This design comes from an exercise in tuning for small area, a short achievable clock period and few clock cycles per item on the open sky130 flow, not from production work.
Only simulation tests tie the RTL to the original design; equivalence was not proved.

v6:
Design Sha3512, start of the top module:
module Sha3512(
	input  wire         inClk,
	input  wire         inInit,
	input  wire         inDataWr,
	input  wire [575:0] inData,
	output wire [575:0] outData,
	output wire         outBusy
);
==> flow/config.mk <==
export PLATFORM = sky130hd
export DESIGN_NAME = Sha3512
export DESIGN_NICKNAME = Sha3512
export VERILOG_FILES = /design/flow/design.v
export SDC_FILE = /design/flow/constraint.sdc
export NUM_CORES = 4
export LEC_CHECK = 0
export CAP_MARGIN = 30
export CORE_MARGIN = 2
export CORE_UTILIZATION = 50
export PLACE_DENSITY = 0.65
export SETUP_SLACK_MARGIN = 2.0
export SLEW_MARGIN = 30
export SYNTH_HIERARCHICAL = 1
export SYNTH_MINIMUM_KEEP_SIZE = 0
==> flow/constraint.sdc <==
create_clock -name core_clock -period 5.0 [get_ports {inClk}]
set_input_delay 1.0000 -clock core_clock [delete_from_list [all_inputs] [get_ports {inClk}]]
set_output_delay 1.0000 -clock core_clock [all_outputs]
set_load 0.01 [all_outputs]
standard.sh (not shown) runs the stock make flow with config.mk's settings and CLKGATE_MAP_FILE= SYNTH_SCRIPT=/design/flow/synth_recipe.tcl, a recipe that flattens the netlist after the stock synthesis.
==> flow/flow/run.sh <==
#!/bin/bash
# Standard ORFS layout, except that the port buffers are buf_2 cells rather
# than the delay buffers buffer_ports picks by default.
set -euo pipefail
export BUFFER_PORTS_ARGS="-buffer_cell sky130_fd_sc_hd__buf_2"
bash standard.sh > flow_make.log 2>&1
Testbench counts of v6, summed over its fixed seeds: cycles 12,417, blocks 489.
### v6 -> v29
Settings: CTS_BUF_LIST: unset -> sky130_fd_sc_hd__clkbuf_8.
v29 completed end to end with timing, DRC and antenna clean.
Changes observed in v29 relative to v6: slack of the critical path now larger; final worst-path cycle share lost 3.3 points; relative area change from synthesis to final layout neither gained nor lost much.
Of v29 and v6, it is v29 that has the higher number of clock buffers in the layout.
Status: sum of routed wire segments on met1 parity (v29, v6)
Number of buffers created by CTS, v29 and v6, higher one = v29.


delta:
Another version of the RTL of Sha3512 (not shown whole).
Size: ~11,000 cells after synthesis, about 1,600 flip-flops, ~1,200 I/O pins, ~110,000 um2 of cells after synthesis.
Settings: LEC_CHECK=0, CAP_MARGIN=30, CORE_MARGIN=2, CORE_UTILIZATION=45, PLACE_DENSITY=0.6, SETUP_SLACK_MARGIN=2.25, SLEW_MARGIN=30, SYNTH_HIERARCHICAL=1, SYNTH_MINIMUM_KEEP_SIZE=0; clock period 5.0 ns.
Scripts as last shown in full above: flow/flow/run.sh
Testbench counts of delta, summed over its fixed seeds: cycles 12,417, blocks 489.
The inputs of cedar differ from those of delta as listed below.
- a change of SETUP_SLACK_MARGIN from 2.25 to 2.5
- a change of CORE_UTILIZATION from 45 to 50
- a change of PLACE_DENSITY from 0.6 to 0.65
### Flow results
cedar did not finish: a tool error stopped it during global routing (5_1_grt). NOTE: total placed cells including tap cells in cedar falls short of that of delta. The higher horizontal die dimension of cedar and delta is in delta. The final weighted congestion of routability-driven global placement in cedar sits 0.058 above the value recorded for delta. As far as register bit total from synthesis is concerned, delta and cedar perform about the same. Row initial cell density of the core: cedar higher / delta lower. delta → cedar: number of buffers inserted during clock tree synthesis lower; die height lower. From delta to cedar the numbers moved as follows: post-CTS repair timing setup buffer count higher, standard cell area after detailed placement lower, HPWL after detailed placement lower. cedar: post-cts resize count is about 130% higher than what delta reported.


harbor:
Sha3512 again, from the RTL that the note above started with.
export LEC_CHECK = 0
export CAP_MARGIN = 30
export CORE_MARGIN = 2
export CORE_UTILIZATION = 50
export PLACE_DENSITY = 0.65
export SETUP_SLACK_MARGIN = 2.0
export SLEW_MARGIN = 30
export SYNTH_HIERARCHICAL = 1
export SYNTH_MINIMUM_KEEP_SIZE = 0
create_clock -name core_clock -period 5.0 [get_ports {inClk}]
Scripts as last shown in full above: flow/flow/run.sh
Looking at the reports, harbor completed the entire flow and the layout it produced met the timing, DRC and antenna checks.
Testbench counts of harbor, summed over its fixed seeds: cycles 12,417, blocks 489.
Here is what was changed in the inputs of violet compared with harbor.
# harbor
export LEC_CHECK = 0
export CAP_MARGIN = 30
export CORE_MARGIN = 2
export CORE_UTILIZATION = 50
export PLACE_DENSITY = 0.65
export SETUP_SLACK_MARGIN = 2.0
export SLEW_MARGIN = 30
export SYNTH_HIERARCHICAL = 1
export SYNTH_MINIMUM_KEEP_SIZE = 0
create_clock -name core_clock -period 5.0 [get_ports {inClk}]
# violet
export LEC_CHECK = 0
export CAP_MARGIN = 30
export CORE_MARGIN = 2
export CORE_UTILIZATION = 50
export PLACE_DENSITY = 0.65
export SETUP_SLACK_MARGIN = 2.5
export SLEW_MARGIN = 30
export SYNTH_HIERARCHICAL = 1
export SYNTH_MINIMUM_KEEP_SIZE = 0
create_clock -name core_clock -period 5.0 [get_ports {inClk}]
==> flow/run.sh (new file) <==
#!/bin/bash
# synth_recipe.tcl (not shown) runs the flow's synth.tcl, then flattens the netlist and writes it again
# the make line also repeats each setting of config.mk as NAME=value (left out here)
make -C /OpenROAD-flow-scripts/flow DESIGN_CONFIG=/design/flow/config.mk WORK_HOME=/design/flow/orfs CLKGATE_MAP_FILE= SYNTH_SCRIPT=/design/flow/synth_recipe.tcl finish
removed: flow/flow/run.sh
removed: flow/standard.sh
[summary]
- FAIL violet @ global routing (5_1_grt): tool exited with error
- violet vs. harbor: level count of the clock H-tree roughly the same; starting density of the core roughly the same; sink count of the clock tree roughly the same.
- The number of buffers added for setup after CTS of violet is higher than that of harbor.


Sha3512, a different RTL version from the one above (not shown whole).
For scale: about 0.11 mm² of cells after synthesis.
clock: 5.0 ns
lec_check: 0
cap_margin: 30
core_margin: 2
core_utilization: 50
place_density: 0.65
setup_slack_margin: 1.0
slew_margin: 30
synth_hierarchical: 1
synth_minimum_keep_size: 0
run.sh (not shown) runs the stock make flow with config.mk's settings and CLKGATE_MAP_FILE= SYNTH_SCRIPT=/design/flow/synth_recipe.tcl, a recipe that flattens the netlist after the stock synthesis.
Stock flow here: none of the scripts above is used.
Testbench counts at the start, summed over its fixed seeds: cycles 12,417, blocks 489.
Change:
--- a/flow/config.mk
+++ b/flow/config.mk
@@ -6,10 +6,9 @@
 export NUM_CORES = 4
 export LEC_CHECK = 0
-export CAP_MARGIN = 30
+export CAP_MARGIN = 15
 export CORE_MARGIN = 2
 export CORE_UTILIZATION = 50
 export PLACE_DENSITY = 0.65
-export SETUP_SLACK_MARGIN = 1.0
-export SLEW_MARGIN = 30
+export SLEW_MARGIN = 15
 export SYNTH_HIERARCHICAL = 1
 export SYNTH_MINIMUM_KEEP_SIZE = 0
After rerunning: The changed run ran to the end with violations: max-capacitance violations, max-slew violations; cell area drops by 0.67%; routed wire length hardly moves.

==> static timing again, ports no longer ideal <==
Ports are ideal in the flow. The routed layouts listed here were re-timed in OpenROAD. Step 1, drivers: a clkbuf_16 drives inClk and a buf_2 each remaining input, both assumed. Step 2 moves the port delays by t, midway between the first and last clock arrival at a register: inputs arrive t later, outputs are due t later. That takes back most of the time a late clock gives input paths. Three values: ideal, step 1, step 2; two values: the first two.
| run | t (ns) | slack for setup (ns) | hold slack, ns | worst slew at a driven data input, ns | pins driven straight from the clock port |
|---|---|---|---|---|---|
| v6 | 0.996 | 1.545 / 1.545 / 1.545 | 0.495 / 0.404 / 0.541 | 0.10 | 1 |
| v29 | 1.225 | 1.709 / 1.709 / 1.675 | 0.255 / 0.164 / 0.540 | 0.12 | 1 |
| delta | 1.035 | 1.939 / 1.939 / 1.534 | 0.464 / 0.366 / 0.509 | 0.07 | 1 |
| harbor | 0.986 | 1.788 / 1.788 / 1.720 | 0.501 / 0.406 / 0.538 | 0.14 | 1 |
| the first run of note 4 | 0.997 | 0.757 / 0.757 / 0.350 | 0.537 / 0.537 / 0.537 | 0.08 | 1 |
| the second run of note 4 | 0.992 | 0.596 / 0.596 / 0.518 | 0.536 / 0.536 / 0.536 | 0.07 | 1 |
The setup slack of the first run of note 4, which loses most, moves by 0.000 ns with the drivers and by -0.407 ns with both steps.
